Context: an optimization exercise on an open-source flow, tuned for small area. The choices shown serve that exercise and are no tape-out recipe. In this exercise RTL edits were held to simulation tests only and were not proved equivalent to the original.

`design/flow/design.v`:
```
module ring_buffer#(
    parameter DATA_WIDTH = 4,
    parameter BUFFER_SIZE = 4,
    parameter DATA_OF_SET = 4
)(
    input logic                                                     clk,
    input logic                                                     rst,
    input logic                                                     wen,
    input logic                                                     ren,
    input logic [DATA_OF_SET - 1:0][DATA_WIDTH - 1:0]               din,
    output logic                                                    full_flag,
    output logic                                                    empty_flag,
    output logic [DATA_OF_SET - 1:0][DATA_WIDTH - 1:0]              dout
);
    logic [BUFFER_SIZE - 1:0][DATA_OF_SET - 1:0][DATA_WIDTH - 1:0]  buffer;
    logic [$clog2(BUFFER_SIZE) - 1:0]                               wptr, rptr;
    assign dout = buffer[rptr];
    assign full_flag = (rptr == wptr);
    assign empty_flag = (rptr == (wptr - 1'b1));
    always_ff @(posedge clk) begin
        if(wen && !full_flag)
            buffer[wptr] <= din;
    end
    always_ff @(posedge clk or posedge rst) begin
        if(rst) begin
            wptr <= 0;
            rptr <= ~0;
        end else begin
            if(wen && !full_flag) begin
                if(wptr == ~0)
                    wptr <= 0;
                else 
                    wptr <= wptr + 1;
            end
            if(ren && !empty_flag) begin
                if(rptr == ~0)
                    rptr <= 0;
                else
                    rptr <= rptr + 1;
            end
        end
    end
endmodule
module buffer#(
    parameter DATA_WIDTH = 32,
    parameter BUFFER_SIZE = 32,
    parameter DATA_OF_SET = 128,
    parameter IN_NUM_OF_SET = 16,
    parameter OUT_NUM_OF_SET = 3
)(
    input logic                                                                 clk,
    input logic                                                                 rst,
    input logic                                                                 wen,
    input logic [IN_NUM_OF_SET - 1:0][DATA_OF_SET - 1:0][DATA_WIDTH - 1:0]      din,
    output logic full_flag,
    output logic [OUT_NUM_OF_SET - 1:0][DATA_OF_SET - 1:0][DATA_WIDTH - 1:0]    dout,
    output logic [OUT_NUM_OF_SET - 1:0]                                         valid
);
    logic [IN_NUM_OF_SET - 1:0]                                                 full_flag_tmp;
    logic [IN_NUM_OF_SET - 1:0]                                                 empty_flag_tmp;
    logic [IN_NUM_OF_SET - 1:0][DATA_OF_SET - 1:0][DATA_WIDTH - 1:0]            dout_tmp;
    logic [IN_NUM_OF_SET - 1:0]                                                 ren;
    logic [$clog2(IN_NUM_OF_SET) - 1:0]                                         index;
    logic [$clog2(IN_NUM_OF_SET) - 1:0]                                         index_reg;
    logic [$clog2(IN_NUM_OF_SET) - 1:0]                                         index_after;
    assign full_flag = |full_flag_tmp;
    assign index_after = index + OUT_NUM_OF_SET;
    genvar i;
    generate
        for(i = 0;i < IN_NUM_OF_SET;i++) begin
            ring_buffer #(
                .DATA_WIDTH(DATA_WIDTH),
                .BUFFER_SIZE(BUFFER_SIZE),
                .DATA_OF_SET(DATA_OF_SET)
            ) i_buffer(
                                .clk(clk),
                                .rst(rst),
                                .wen(wen),
                                .ren(ren[i]),
                                .din(din[i]),
                                .full_flag(full_flag_tmp[i]),
                                .empty_flag(empty_flag_tmp[i]),
                                .dout(dout_tmp[i])
            );
            assign ren[i] = empty_flag_tmp[i] ? 1'b0 :
                              (index >= index_after) ? 
                              ((i >= index) || (i < index_after)) :  
                              ((i >= index) && (i < index_after));
        end
        for(i = 0;i < OUT_NUM_OF_SET;i++) begin
            assign dout[i] = dout_tmp[(IN_NUM_OF_SET - 1) & (index_reg + i)];
        end                                 
    endgenerate
    always_ff @(posedge clk or posedge rst) begin
        if(rst) begin
            index <= 0;
            index_reg <= 0;
        end else if(&empty_flag_tmp) begin
            index <= 0;
            index_reg <= 0;
        end else begin
            index <= index + OUT_NUM_OF_SET;
            index_reg <= index;
        end
    end
    integer n;
    integer j;
    always_ff @(posedge clk or posedge rst) begin
        if(rst)
            valid <= '0;
        else
            for(j = 0;j < OUT_NUM_OF_SET;j++)
                valid[j] <= ren[(IN_NUM_OF_SET - 1) & (index + j)];
    end
endmodule
module hadamard_product_unit#(
    parameter WIDTH = 32,
    parameter SIZE = 9
)(
    input logic [SIZE - 1:0][WIDTH - 1:0]               kernel,
    input logic [SIZE - 1:0][WIDTH - 1:0]               patch,
    input logic                                         buffer_valid,
    output logic                                        mul_valid,
    output logic [SIZE - 1:0][WIDTH - 1:0]              dout
);
    genvar i;
    generate
        for(i = 0; i < SIZE; i++) begin
            multiple_unit #(
                .WIDTH(WIDTH)
            ) i_multiple(
                .a(kernel[i]),
                .b(patch[i]),
                .y(dout[i])
            );
        end
    endgenerate
    assign mul_valid = buffer_valid;
endmodule
module multiple_unit#(
    parameter WIDTH = 32
)(
    input logic [WIDTH - 1:0] a,
    input logic [WIDTH - 1:0] b,
    output logic [WIDTH - 1:0] y
);
    assign y = a * b;
endmodule
module adder_tree#(
    parameter WIDTH = 32,
    parameter KERNEL_SIZE = 9
)(
    input logic clk,
    input logic rst,
    input logic [KERNEL_SIZE - 1:0][WIDTH - 1:0]            din,
    input logic                                             mul_valid,
    output logic                                            adder_valid,
    output logic [WIDTH - 1:0]                              dout
);
    logic [KERNEL_SIZE - 1:0][WIDTH - 1:0]                  input_pipeline_reg;
    logic [6:0][WIDTH - 1:0]                                midway_adder_wire;
    logic                                                   mul_valid_reg;
    logic [WIDTH - 1:0]                                     dout_tmp; 
    adder #(
        .WIDTH(WIDTH)
    ) adder0(
        .a(     input_pipeline_reg[0]),
        .b(     input_pipeline_reg[1]),
        .y(     midway_adder_wire[3]));
    adder #(
        .WIDTH(WIDTH)
    ) adder1(
        .a(     input_pipeline_reg[2]),
        .b(     input_pipeline_reg[3]),
        .y(     midway_adder_wire[4]));
    adder #(
        .WIDTH(WIDTH)
    ) addder2(
        .a(     input_pipeline_reg[4]),
        .b(     input_pipeline_reg[5]),
        .y(     midway_adder_wire[5]));
    adder #(
        .WIDTH(WIDTH)
    ) addder3(
        .a(     input_pipeline_reg[6]),
        .b(     input_pipeline_reg[7]),
        .y(     midway_adder_wire[6]));
    adder #(
        .WIDTH(WIDTH)
    ) addder4(
        .a(     midway_adder_wire[3]),
        .b(     midway_adder_wire[4]),
        .y(     midway_adder_wire[1]));
    adder #(
        .WIDTH(WIDTH)
    ) addder5(
        .a(     midway_adder_wire[5]),
        .b(     midway_adder_wire[6]),
        .y(     midway_adder_wire[2]));
    adder #(
        .WIDTH(WIDTH)
    ) addder6(
        .a(     midway_adder_wire[1]),
        .b(     midway_adder_wire[2]),
        .y(     midway_adder_wire[0]));
    adder #(
        .WIDTH(WIDTH)
    ) addder7(
        .a(     midway_adder_wire[0]),
        .b(     input_pipeline_reg[8]),
        .y(     dout_tmp));
    assign dout = mul_valid_reg ? dout_tmp : 1'b0;
    assign adder_valid = mul_valid_reg;
    always_ff @(posedge clk or posedge rst) begin
        if(rst) begin
            input_pipeline_reg <= 0;
            mul_valid_reg <= 0;
        end else begin
            input_pipeline_reg <= din;
            mul_valid_reg <= mul_valid;
        end
    end
endmodule
module adder#(
    parameter WIDTH = 32
)(
    input logic [WIDTH - 1:0] a,
    input logic [WIDTH - 1:0] b,
    output logic [WIDTH - 1:0] y);
    assign y = a + b;
endmodule
module for_output #(
    parameter DATA_WIDTH = 32,
    parameter KERNEL_SIZE = 9,
    parameter NUM_OF_MUL = 14,
    parameter DATA_OF_SET = 128,
    parameter OUT_NUM_OF_SET = 3
)(
    input logic                                                                                 clk,
    input logic                                                                                 rst,
    input logic [OUT_NUM_OF_SET - 1:0]                                                          adder_valid, 
    input logic [OUT_NUM_OF_SET - 1:0][NUM_OF_MUL - 1:0][DATA_WIDTH - 1:0]                      din,  
    input logic [1:0]                                                                           op,  
    output logic [7:0][DATA_OF_SET - 1:0][DATA_WIDTH - 1:0]                                     res,  
    output logic [7:0]                                                                          res_valid,  
    output logic                                                                                full_flag
); 
    logic [2:0]                                                                                 res_index;  
    logic                                                                                       dout_valid;  
    logic [DATA_OF_SET - 1:0][DATA_WIDTH - 1:0]                                                 dout;  
    logic [1:0][KERNEL_SIZE - 1:0][NUM_OF_MUL - 1:0][DATA_WIDTH - 1:0]                          dout_buf;  
    logic [$clog2(KERNEL_SIZE) - 1:0]                                                           index;  
    logic                                                                                       dout_buf_flag;  
    logic [1:0]                                                                                 op_reg;
    logic [DATA_OF_SET - 3:0][DATA_WIDTH - 1:0]                                                 dout_body;
    localparam logic [1:0] NONE  = 2'd0;
    localparam logic [1:0] READ  = 2'd1;
    localparam logic [1:0] WRITE = 2'd2;
    always_ff @(posedge clk or posedge rst) begin
        if(rst)
            op_reg <= NONE;
        else
            op_reg <= op;
    end
    always_ff @(posedge clk or posedge rst) begin
        if(rst)
            full_flag <= 1'b0;
        else if(op == WRITE)
            full_flag <= 1'b0;
        else if(res_valid[7] && dout_valid)
            full_flag <= 1'b1;
    end
    always_ff @(posedge clk or posedge rst) begin  
        if(rst) begin
            index <= 1'b0;
            dout_buf_flag <= 1'b0;
            dout_valid <= 1'b0;
        end else if(op == WRITE) begin
            index <= 1'b0;
            dout_buf_flag <= 1'b0;
            dout_valid <= 1'b0;
        end else if(!full_flag) begin
             if((adder_valid == 3'b111)) begin  
                if(index == (KERNEL_SIZE - OUT_NUM_OF_SET)) begin  
                    index <= 2'b00;
                    dout_valid <= 1'b1;
                    dout_buf_flag <= !dout_buf_flag;
                end else if(index == (KERNEL_SIZE - OUT_NUM_OF_SET + 2'b01)) begin  
                    index <= 2'b01;
                    dout_valid <= 1'b1;
                    dout_buf_flag <= !dout_buf_flag;
                end else if(index == (KERNEL_SIZE - OUT_NUM_OF_SET + 2'b10)) begin  
                    index <= 2'b10;
                    dout_valid <= 1'b1;
                    dout_buf_flag <= !dout_buf_flag;
                end else begin  
                    index <= index + 2'b11;
                    dout_valid <= 1'b0;
                end
            end else if(((adder_valid == 3'b011) || (adder_valid == 3'b101) || (adder_valid == 3'b110))) begin  
                if(index == (KERNEL_SIZE - OUT_NUM_OF_SET + 2'b01)) begin  
                    index <= 2'b00;
                    dout_valid <= 1'b1;
                    dout_buf_flag <= !dout_buf_flag;
                end else if(index == (KERNEL_SIZE - OUT_NUM_OF_SET + 2'b10)) begin  
                    index <= 2'b01;
                    dout_valid <= 1'b1;
                    dout_buf_flag <= !dout_buf_flag;
                end else begin  
                    index <= index + 2'b10;
                    dout_valid <= 1'b0;
                end
            end else if((((adder_valid == 3'b001) || (adder_valid == 3'b010) || (adder_valid == 3'b100)))) begin  
                if(index == (KERNEL_SIZE - OUT_NUM_OF_SET + 2'b10)) begin  
                    index <= 2'b00;
                    dout_valid <= 1'b1;
                    dout_buf_flag <= !dout_buf_flag;
                end else begin  
                    index <= index + 2'b01;
                    dout_valid <= 1'b0;
                end
            end
        end
    end
    always_ff @(posedge clk) begin
        if(!rst && (op != WRITE) && !full_flag) begin
            case(adder_valid)
                3'b111: if(index == (KERNEL_SIZE - OUT_NUM_OF_SET + 2'b01)) begin  
                                                    dout_buf[dout_buf_flag][index] <= din[0];
                                                    dout_buf[dout_buf_flag][index + 2'b01] <= din[1];
                                                    dout_buf[!dout_buf_flag][0] <= din[2];
                                                end else if(index == KERNEL_SIZE - OUT_NUM_OF_SET + 2'b10) begin  
                                                    dout_buf[dout_buf_flag][index] <= din[0];
                                                    dout_buf[!dout_buf_flag][0] <= din[1];
                                                    dout_buf[!dout_buf_flag][1] <= din[2];
                                                end else begin  
                                                    dout_buf[dout_buf_flag][index] <= din[0];
                                                    dout_buf[dout_buf_flag][index + 2'b01] <= din[1];
                                                    dout_buf[dout_buf_flag][index + 2'b10] <= din[2];
                                                end
                3'b110: if(index == KERNEL_SIZE - OUT_NUM_OF_SET + 2'b10) begin  
                            dout_buf[dout_buf_flag][index] <= din[1];
                            dout_buf[!dout_buf_flag][0] <= din[2];
                        end else begin
                            dout_buf[dout_buf_flag][index] <= din[1];
                            dout_buf[dout_buf_flag][index + 2'b01] <= din[2];
                        end
                3'b101: if(index == KERNEL_SIZE - OUT_NUM_OF_SET + 2'b10) begin  
                            dout_buf[dout_buf_flag][index] <= din[0];
                            dout_buf[!dout_buf_flag][0] <= din[2];
                        end else begin
                            dout_buf[dout_buf_flag][index] <= din[0];
                            dout_buf[dout_buf_flag][index + 2'b01] <= din[2];
                        end
                3'b011: if(index == KERNEL_SIZE - OUT_NUM_OF_SET + 2'b10) begin  
                            dout_buf[dout_buf_flag][index] <= din[0];
                            dout_buf[!dout_buf_flag][0] <= din[1];
                        end else begin
                            dout_buf[dout_buf_flag][index] <= din[0];
                            dout_buf[dout_buf_flag][index + 2'b01] <= din[1];
                        end
                3'b100: dout_buf[dout_buf_flag][index] <= din[2];
                3'b010: dout_buf[dout_buf_flag][index] <= din[1];
                3'b001: dout_buf[dout_buf_flag][index] <= din[0];
            endcase
        end
    end
    genvar i;
    generate
        for(i = 0;i < KERNEL_SIZE;i++) begin
            always_comb begin
                if(rst) 
                    dout_body[((NUM_OF_MUL * (i + 1)) - 1):(NUM_OF_MUL * i)] = 1'b0;
                else if(dout_valid)
                    dout_body[((NUM_OF_MUL * (i + 1)) - 1):(NUM_OF_MUL * i)] = dout_buf[!dout_buf_flag][i];
                else begin
                    case (index)
                    4'b0000:
                    begin
                        dout_body[((NUM_OF_MUL * (i + 1)) - 1):(NUM_OF_MUL * i)] = dout_buf[!dout_buf_flag][i];
                    end
                    4'b0001:
                    begin
                        if(i < 1)
                            dout_body[((NUM_OF_MUL * (i + 1)) - 1):(NUM_OF_MUL * i)] = dout_buf[dout_buf_flag][i];
                        else
                            dout_body[((NUM_OF_MUL * (i + 1)) - 1):(NUM_OF_MUL * i)] = 1'b0;                    
                    end
                    4'b0010:
                    begin
                        if(i < 2)
                            dout_body[((NUM_OF_MUL * (i + 1)) - 1):(NUM_OF_MUL * i)] = dout_buf[dout_buf_flag][i];
                        else
                            dout_body[((NUM_OF_MUL * (i + 1)) - 1):(NUM_OF_MUL * i)] = 1'b0;                    
                    end
                    4'b0011:
                    begin
                        if(i < 3)
                            dout_body[((NUM_OF_MUL * (i + 1)) - 1):(NUM_OF_MUL * i)] = dout_buf[dout_buf_flag][i];
                        else
                            dout_body[((NUM_OF_MUL * (i + 1)) - 1):(NUM_OF_MUL * i)] = 1'b0;                    
                    end
                    4'b0100:
                    begin
                        if(i < 4)
                            dout_body[((NUM_OF_MUL * (i + 1)) - 1):(NUM_OF_MUL * i)] = dout_buf[dout_buf_flag][i];
                        else
                            dout_body[((NUM_OF_MUL * (i + 1)) - 1):(NUM_OF_MUL * i)] = 1'b0;                    
                    end
                    4'b0101:
                    begin
                        if(i < 5)
                            dout_body[((NUM_OF_MUL * (i + 1)) - 1):(NUM_OF_MUL * i)] = dout_buf[dout_buf_flag][i];
                        else
                            dout_body[((NUM_OF_MUL * (i + 1)) - 1):(NUM_OF_MUL * i)] = 1'b0;                    
                    end
                    4'b0110:
                    begin
                        if(i < 6)
                            dout_body[((NUM_OF_MUL * (i + 1)) - 1):(NUM_OF_MUL * i)] = dout_buf[dout_buf_flag][i];
                        else
                            dout_body[((NUM_OF_MUL * (i + 1)) - 1):(NUM_OF_MUL * i)] = 1'b0;                    
                    end
                    4'b0111:
                    begin
                        if(i < 7)
                            dout_body[((NUM_OF_MUL * (i + 1)) - 1):(NUM_OF_MUL * i)] = dout_buf[dout_buf_flag][i];
                        else
                            dout_body[((NUM_OF_MUL * (i + 1)) - 1):(NUM_OF_MUL * i)] = 1'b0;                    
                    end
                    4'b1000:
                    begin
                        if(i < 8)
                            dout_body[((NUM_OF_MUL * (i + 1)) - 1):(NUM_OF_MUL * i)] = dout_buf[dout_buf_flag][i];
                        else
                            dout_body[((NUM_OF_MUL * (i + 1)) - 1):(NUM_OF_MUL * i)] = 1'b0;                    
                    end
                    default:
                        dout_body[((NUM_OF_MUL * (i + 1)) - 1):(NUM_OF_MUL * i)] = 1'b0;
                    endcase
                end
            end
        end
    endgenerate
    assign dout[DATA_OF_SET - 3:0] = dout_body;
    assign dout[DATA_OF_SET - 1] = 1'b0;
    assign dout[DATA_OF_SET - 2] = 1'b0;
    always_ff @(posedge clk or posedge rst) begin
        if(rst)
            res_index <= 1'b0;
        else if(op_reg == WRITE)
            res_index <= 1'b0;
        else if(dout_valid && res_index != 4'b0111)
            res_index <= res_index + 1'b1;
    end
    always_ff @(posedge clk or posedge rst) begin
        if(rst) begin
            res <= 0;
            res_valid <= 0;
        end else if(op_reg == WRITE) begin
            res <= 0;
            res_valid <= 0;
        end
        else if(!full_flag) begin 
            case(res_index)
                3'b000: 
                begin
                    res[0] <= dout;
                    if(dout_valid || index != 0)
                        res_valid[0] <= 1'b1;
                end
                3'b001: 
                begin
                    res[1] <= dout;
                    if(dout_valid || index != 0)
                        res_valid[1] <= 1'b1;
                end
                3'b010:
                begin 
                    res[2] <= dout;
                    if(dout_valid || index != 0)
                        res_valid[2] <= 1'b1; 
                end
                3'b011: 
                begin
                    res[3] <= dout;
                    if(dout_valid || index != 0)
                        res_valid[3] <= 1'b1;
                end
                3'b100: 
                begin
                    res[4] <= dout;
                    if(dout_valid || index != 0)
                        res_valid[4] <= 1'b1;
                end
                3'b101:
                begin
                    res[5] <= dout;
                    if(dout_valid || index != 0)
                        res_valid[5] <= 1'b1;
                end
                3'b110: 
                begin
                    res[6] <= dout;
                    if(dout_valid || index != 0)
                        res_valid[6] <= 1'b1;
                end
                3'b111: 
                begin
                    res[7] <= dout;
                    if(dout_valid || index != 0)
                        res_valid[7] <= 1'b1;
                end
                default:
                    res_valid <= 0;
            endcase
        end    
    end
endmodule
module top #(
    parameter DATA_WIDTH = 8,
    parameter BUFFER_SIZE = 2,
    parameter KERNEL_SIZE = 9,
    parameter NUM_OF_MUL = 2,
    parameter DATA_OF_SET = 20,
    parameter IN_NUM_OF_SET = 4,
    parameter OUT_NUM_OF_SET = 3
)(
    input logic                                                                         clk,
    input logic                                                                         rst,
    input logic [IN_NUM_OF_SET * DATA_OF_SET * DATA_WIDTH - 1:0]                        din,
    input logic [KERNEL_SIZE * DATA_WIDTH - 1:0]                                        kernel,
    input logic [1:0]                                                                   op,
    output logic [8 * DATA_OF_SET * DATA_WIDTH - 1:0]                                   dout,
    output logic                                                                        dout_valid
);
    localparam logic [1:0] NONE  = 2'd0;
    localparam logic [1:0] READ  = 2'd1;
    localparam logic [1:0] WRITE = 2'd2;
    logic [IN_NUM_OF_SET - 1:0][DATA_OF_SET - 1:0][DATA_WIDTH - 1:0]                    din_a;
    logic [KERNEL_SIZE - 1:0][DATA_WIDTH - 1:0]                                         kernel_a;
    logic [7:0][DATA_OF_SET - 1:0][DATA_WIDTH - 1:0]                                    dout_a;
    assign din_a = din;
    assign kernel_a = kernel;
    assign dout = dout_a;
    logic                                                                               wen;
    logic                                                                               full_flag;
    logic [OUT_NUM_OF_SET - 1:0]                                                        buffer_valid;
    logic [OUT_NUM_OF_SET - 1:0]                                                        mul_valid;
    logic [OUT_NUM_OF_SET - 1:0]                                                        adder_valid;
    logic [OUT_NUM_OF_SET - 1:0][NUM_OF_MUL - 1:0]                                      mul_valid_u;
    logic [OUT_NUM_OF_SET - 1:0][NUM_OF_MUL - 1:0]                                      adder_valid_u;
    logic [OUT_NUM_OF_SET - 1:0][DATA_OF_SET - 1:0][DATA_WIDTH - 1:0]                   dout_buffer;
    logic [OUT_NUM_OF_SET - 1:0][NUM_OF_MUL - 1:0][KERNEL_SIZE - 1:0][DATA_WIDTH - 1:0] dout_mul_unit;
    logic [OUT_NUM_OF_SET - 1:0][NUM_OF_MUL - 1:0][DATA_WIDTH - 1:0]                    dout_adder_tree;
    logic [7:0][DATA_OF_SET - 1:0][DATA_WIDTH - 1:0]                                    res;
    logic [7:0]                                                                         res_valid;
    logic [1:0]                                                                         op_reg;
    logic                                                                               full_flag_for_output;
    logic [5:0] cnt;
    always_ff @(posedge clk or posedge rst) begin
        if(rst) begin
            op_reg <= NONE;
            cnt <= 6'b0;
        end else begin
            op_reg <= op;
            if(cnt == 6'b100000 || ((op == READ) && (op_reg == READ)))
                cnt <= 6'b0;
            else if((op == READ) && (op_reg != READ))
                cnt <= cnt + 6'b1;
        end
    end
    assign wen = ((op == READ) && (op_reg != READ) && (cnt == 6'b0));
    assign dout_valid = ((op == WRITE) && (op_reg != WRITE));
    buffer #(
                                    .DATA_WIDTH(DATA_WIDTH),
                                    .BUFFER_SIZE(BUFFER_SIZE),
                                    .DATA_OF_SET(DATA_OF_SET),
                                    .IN_NUM_OF_SET(IN_NUM_OF_SET),
                                    .OUT_NUM_OF_SET(OUT_NUM_OF_SET)
    ) buffer_first(
                                    .clk(clk),
                                    .rst(rst),
                                    .wen(wen),
                                    .din(din_a),
                                    .full_flag(full_flag),
                                    .dout(dout_buffer),
                                    .valid(buffer_valid)
    );
    genvar i, j;
    generate
        for(i = 0;i < OUT_NUM_OF_SET;i++) begin : g_set
            for(j = 0;j < NUM_OF_MUL;j++) begin : g_mul
                hadamard_product_unit #(
                                    .WIDTH(DATA_WIDTH),
                                    .SIZE(KERNEL_SIZE)
                ) mul_i(
                                    .kernel(kernel_a),
                                    .patch(dout_buffer[i][(9 * j + 8):9 * j]),
                                    .dout(dout_mul_unit[i][j]),
                                    .buffer_valid(buffer_valid[i]),
                                    .mul_valid(mul_valid_u[i][j])
                );
                adder_tree #(
                                    .WIDTH(DATA_WIDTH),
                                    .KERNEL_SIZE(KERNEL_SIZE)
                ) adder_tree_i (
                                    .clk(clk),
                                    .rst(rst),
                                    .din(dout_mul_unit[i][j]),
                                    .dout(dout_adder_tree[i][j]),
                                    .mul_valid(mul_valid[i]),
                                    .adder_valid(adder_valid_u[i][j])
                );
            end
            assign mul_valid[i] = mul_valid_u[i][0];
            assign adder_valid[i] = adder_valid_u[i][0];
        end
        for(i = 0;i < 8;i++) begin : g_out
            assign dout_a[i] = res_valid[i] ? res[i] : '0;
        end
    endgenerate
    for_output #(
                                    .DATA_WIDTH(DATA_WIDTH),
                                    .KERNEL_SIZE(KERNEL_SIZE),
                                    .NUM_OF_MUL(NUM_OF_MUL),
                                    .DATA_OF_SET(DATA_OF_SET),
                                    .OUT_NUM_OF_SET(OUT_NUM_OF_SET)
    ) out(
                                    .clk(clk),
                                    .rst(rst),
                                    .adder_valid(adder_valid),
                                    .din(dout_adder_tree),
                                    .op(op),
                                    .res(res),
                                    .res_valid(res_valid),
                                    .full_flag(full_flag_for_output)
    );
endmodule
```
`design/flow/run.sh`:
```
#!/bin/bash
# synth_recipe.tcl (not shown) runs the flow's synth.tcl, then flattens the netlist and writes it again
# the make line also repeats each setting of config.mk as NAME=value (left out here)
make -C /OpenROAD-flow-scripts/flow DESIGN_CONFIG=/design/flow/config.mk WORK_HOME=/design/flow/orfs CLKGATE_MAP_FILE= SYNTH_SCRIPT=/design/flow/synth_recipe.tcl finish
```
`design/flow/config.mk`:
```
export PLATFORM = sky130hd
export DESIGN_NAME = top
export DESIGN_NICKNAME = top
export VERILOG_FILES = /design/flow/design.v
export SDC_FILE = /design/flow/constraint.sdc
export NUM_CORES = 8
export LEC_CHECK = 0
export CAP_MARGIN = 20
export CORE_AREA = 10 10 790 790
export DIE_AREA = 0 0 800 800
export SLEW_MARGIN = 20
```
`design/flow/constraint.sdc`:
```
create_clock -name core_clock -period 10.0 [get_ports {clk}]
set_input_delay 2.0000 -clock core_clock [delete_from_list [all_inputs] [get_ports {clk}]]
set_output_delay 2.0000 -clock core_clock [all_outputs]
set_load 0.01 [all_outputs]
```
==> run_results.csv <==
group,metric,value,unit
detailed_routing,drt_iter0_drc,25800,
critical_path,startpoint_type,"flop",
synthesis,yosysTopAreaCellShare,0.202,
global_route,track_usage,0.311,
synthesis,mappedNetlistArea,214000,um^2
synthesis,yosysUniqueCellTypes,110,
synthesis,synth.area.mux_share,0.0488,
critical_path,worst_r2r_path_depth,17,
finish,register_area,84100,um^2
place,placedCellCount,31400,
synthesis,synth_fa_ha_area_frac,0.141,
job,drv_cap,0,
finish,nFillCells,59100,
place,port-buffer-count,1804,
cts,clk_latency,1.07,ns
global_route,grt_pass1_vias,175000,
sta,skew,0.0981,ns
critical_path,r2r_setup_slack,2.65,ns
synthesis,synth_top_family_by_area,"simple AND/OR/NAND/NOR gates",
cts,cts_tree,"built",
cts,clkSlewWorstSetupHoldPaths,0.07,ns
sta,rsz0062_at_grt,"no",
detailed_routing,vias,186000,
sta,slew_violations,0,
detailed_routing,avgViaCountPerCell,5.78,
cts,cts_hold_buf,0,
critical_path,worst-path-max-fanout,25,
synthesis,yosys_warnings,5,
sta,min_period,7.35,ns
cts,numCtsBuffers,365,
finish,utilization,0.420,
critical_path,path_class,"reg -> reg",
place,gp_congestion,1.05,
detailed_routing,wl_per_cell,32.3,um
critical_path,crit_end,"out.dout_buf[165]",
synthesis,yosys_register_bits,3068,
critical_path,timing.rr.end,"out.dout_buf[165]",
sta,max_freq,0.136,GHz
floorplanning,die_h,800,um
detailed_routing,drt-total-wl,1040000,um
synthesis,ys.flop_type,"dfrtp_1",
finish,layout.nets,26300,
sta,tightest_slew,1.39,ns
detailed_routing,drc,0,
floorplanning,coreArea,607000,um^2
finish,fin_cells,32200,
floorplanning,rows,286,
synthesis,synth_edf_count,1440,
critical_path,crit_start,"out.index[2]",
cts,cts_resized,0,
sta,slew_headroom,0.0754,
floorplanning,boundaryPins,1997,
floorplanning,initial_core_util,0.353,
finish,multi_input_area,119000,um^2
floorplanning,dieArea,640000,um^2
sta,finalSetupViolCount,0,
synthesis,synth-compound-area-share,0.145,
detailed_routing,firstDrtPassIters,14,
synthesis,synthTopCellsByArea,"edfxtp_1 20%, dfrtp_1 19%, fa_1 8.6%, ha_1 5.5%, and2_1 4.8%",
outcome,status,"finished clean",
critical_path,end_kind,"flop",
synthesis,synth_largest_area_cell,"edfxtp_1",
cts,clockBufferDepth,4,
synthesis,ys_async_sr_fraction,0.531,
cts,post_cts_buffers,0,
cts,htreeDepth,5,
cts,numClockSinks,3068,
synthesis,synth_seq_area_share,0.392,
floorplanning,dieWidth,800,um
global_route,grt_pass1_wl,1420000,um
critical_path,worstPathRequired,10.75,ns
synthesis,avgSynthCellArea,9.51,um^2
sta,setup_tns,0,ns
place,dp_hpwl,743000,um
sta,period_share,0.735,
critical_path,timing.rr.start,"out.index[2]",
cts,root_buffer,"clkbuf_16",
place,placed_area,242000,um^2
finish,drive_gt1_frac,0.0762,
worst_hold_path,hold_class,"reg -> reg",
synthesis,synthSimpleGateAreaFrac,0.170,
global_route,antenna_found_initial,171,
sta,hold_violations,0,
global_route,grt-ovfl-total,0,
finish,finalInstanceArea,254000,um^2
detailed_routing,ant_nets,0,
synthesis,synth_xor_area_frac,0.0422,
synthesis,syn_inst,22500,
global_route,grt_max_degree,184,
critical_path,worstPathArrival,8.10,ns
finish,area_growth,18.8,%
[metrics by stage]
stage	hold WS, ns	setup slack [ns]
after floorplan	0.331	-19.70
after global placement	0.340	2.91
after detailed placement	0.343	2.88
after CTS	0.356	2.84
after global routing	0.364	2.48
final	0.352	2.65
[cell usage after synthesis (26+ instances only)]
master / instances
nand2_1: 2549
o21ai_0: 1954
and2_1: 1632
dfrtp_1: 1624
inv_1: 1558
edfxtp_1: 1440
clkbuf_1: 1331
a21oi_1: 1240
nor2b_1: 1179
ha_1: 945
fa_1: 918
nor2_1: 917
xnor2_1: 884
mux2i_1: 628
nand3_1: 352
nand2b_1: 295
mux2_2: 256
o22ai_1: 214
a221oi_1: 174
a31oi_1: 166
a211oi_1: 157
a221o_1: 151
buf_2: 146
nor3_1: 146
a21o_1: 143
buf_4: 133
o211ai_1: 125
buf_1: 119
a21boi_0: 116
a22o_1: 104
o221ai_1: 95
o21ai_1: 87
a22oi_1: 74
xor2_1: 64
mux4_2: 57
a2111oi_0: 51
or3_1: 37
nand4_1: 34
nor4_1: 31
o21a_1: 28
and3_1: 26
xnor3_1: 26
[final cells by class]
cell class,count,share of cell area
multi-input combinational,16300,0.467
clock buffer,487,0.0390
tap,8064,0.0396
sequential,3068,0.330
antenna,162,0.00159
timing repair buffer,2404,0.0911
inverter,1561,0.0231
clock inverter,178,0.00849
[kinds of logic after synthesis]
group           count (synthesis)
fa+ha+maj                    1869
xor+xnor                      981
compound gates               5100
flops                        3068
simple gates                 7277
mux                           941
buf+inv                      3291
other cells                     1
[worst max-delay path: stages, from the launching register on]
cell and delay [ns]:
dfrtp_1 0.32, buf_4 0.28, ha_1 0.33, nand2_1 0.10, xnor2_1 0.17, ha_1 0.44, a31oi_1 0.17, o21a_1 0.26
nor2_1 0.68, nor3_1 0.16, ha_1 0.72, nand2_1 0.55, or3_1 0.54, a21oi_1 1.02, o21a_1 0.71, nor2_1 0.10
a2111oi_0 0.41, a21oi_1 0.13
[metal layers]
layer  up-vias  GRT usage  part of all wire
li1      79000          -                 -
met2     12600      0.465              0.43
met5         -   0.000372           0.00045
met4        52      0.198             0.078
met1     91500      0.388              0.38
met3      3140      0.100              0.12
[how the worst min path moves through the flow]
stage	start	end	slack [ns]	cells after the start
2_1_floorplan	buffer_first.valid[0]	g_set[0].g_mul[0].adder_tree_i.mul_valid_reg	0.33	0
3_3_place_gp	buffer_first.valid[0]	g_set[0].g_mul[0].adder_tree_i.mul_valid_reg	0.34	0
3_5_place_dp	buffer_first.valid[0]	g_set[0].g_mul[0].adder_tree_i.mul_valid_reg	0.34	0
4_1_cts	buffer_first.valid[1]	g_set[1].g_mul[0].adder_tree_i.mul_valid_reg	0.36	0
5_1_grt	buffer_first.valid[1]	g_set[1].g_mul[0].adder_tree_i.mul_valid_reg	0.36	0
6_report	buffer_first.valid[1]	g_set[1].g_mul[0].adder_tree_i.mul_valid_reg	0.35	0
[cells in the final DEF, fill, tap and decap left out, types with 69 or more instances in the layout]
cell,n
nor2_1,890
nand3_1,350
a221o_1,151
o211ai_1,125
nor3_1,131
a22o_1,104
o21ai_2,69
conb_1,128
mux2i_1,616
xnor2_1,877
a31oi_1,160
nor2b_1,1175
nand2b_1,292
a221oi_1,174
o221ai_1,95
a21oi_1,1216
a21boi_0,115
clkbuf_16,367
and2_1,1608
a211oi_1,154
ha_1,945
a21o_1,143
clkbuf_1,90
diode_2,162
mux2_2,256
dfrtp_1,1606
edfxtp_1,1440
o21ai_1,74
nand2_1,2507
inv_1,1555
o22ai_1,214
buf_4,544
fa_1,918
clkdlybuf4s50_1,1796
o21ai_0,1899
a22oi_1,71

## separate check: timing with driven ports
Ports are ideal in the flow. The routed layout listed here was re-timed in OpenROAD. Step 1 (the two cells are an assumption about what drives the block):
set clk [get_ports {clk}]
set_driving_cell -lib_cell sky130_fd_sc_hd__clkbuf_16 $clk
set_driving_cell -lib_cell sky130_fd_sc_hd__buf_2 [delete_from_list [all_inputs] $clk]
Step 2 moves the port delays by t, midway between the first and last clock arrival at a register: inputs arrive t later, outputs are due t later. That takes back most of the time a late clock gives input paths. Three values: ideal, step 1, step 2; two values: the first two.
t (ns): 1.149
setup WS [ns]: 2.648 / 2.648 / 2.648
worst hold slack (ns): 0.352 / 0.352 / 0.352
clock arrival spread, ns: 0.110 / 0.109
slew at the worst register clock pin (ns): 0.08 / 0.08
After both steps setup and hold are still met in this run. The setup slack of this run moves by 0.000 ns with the drivers and by 0.000 ns with both steps.
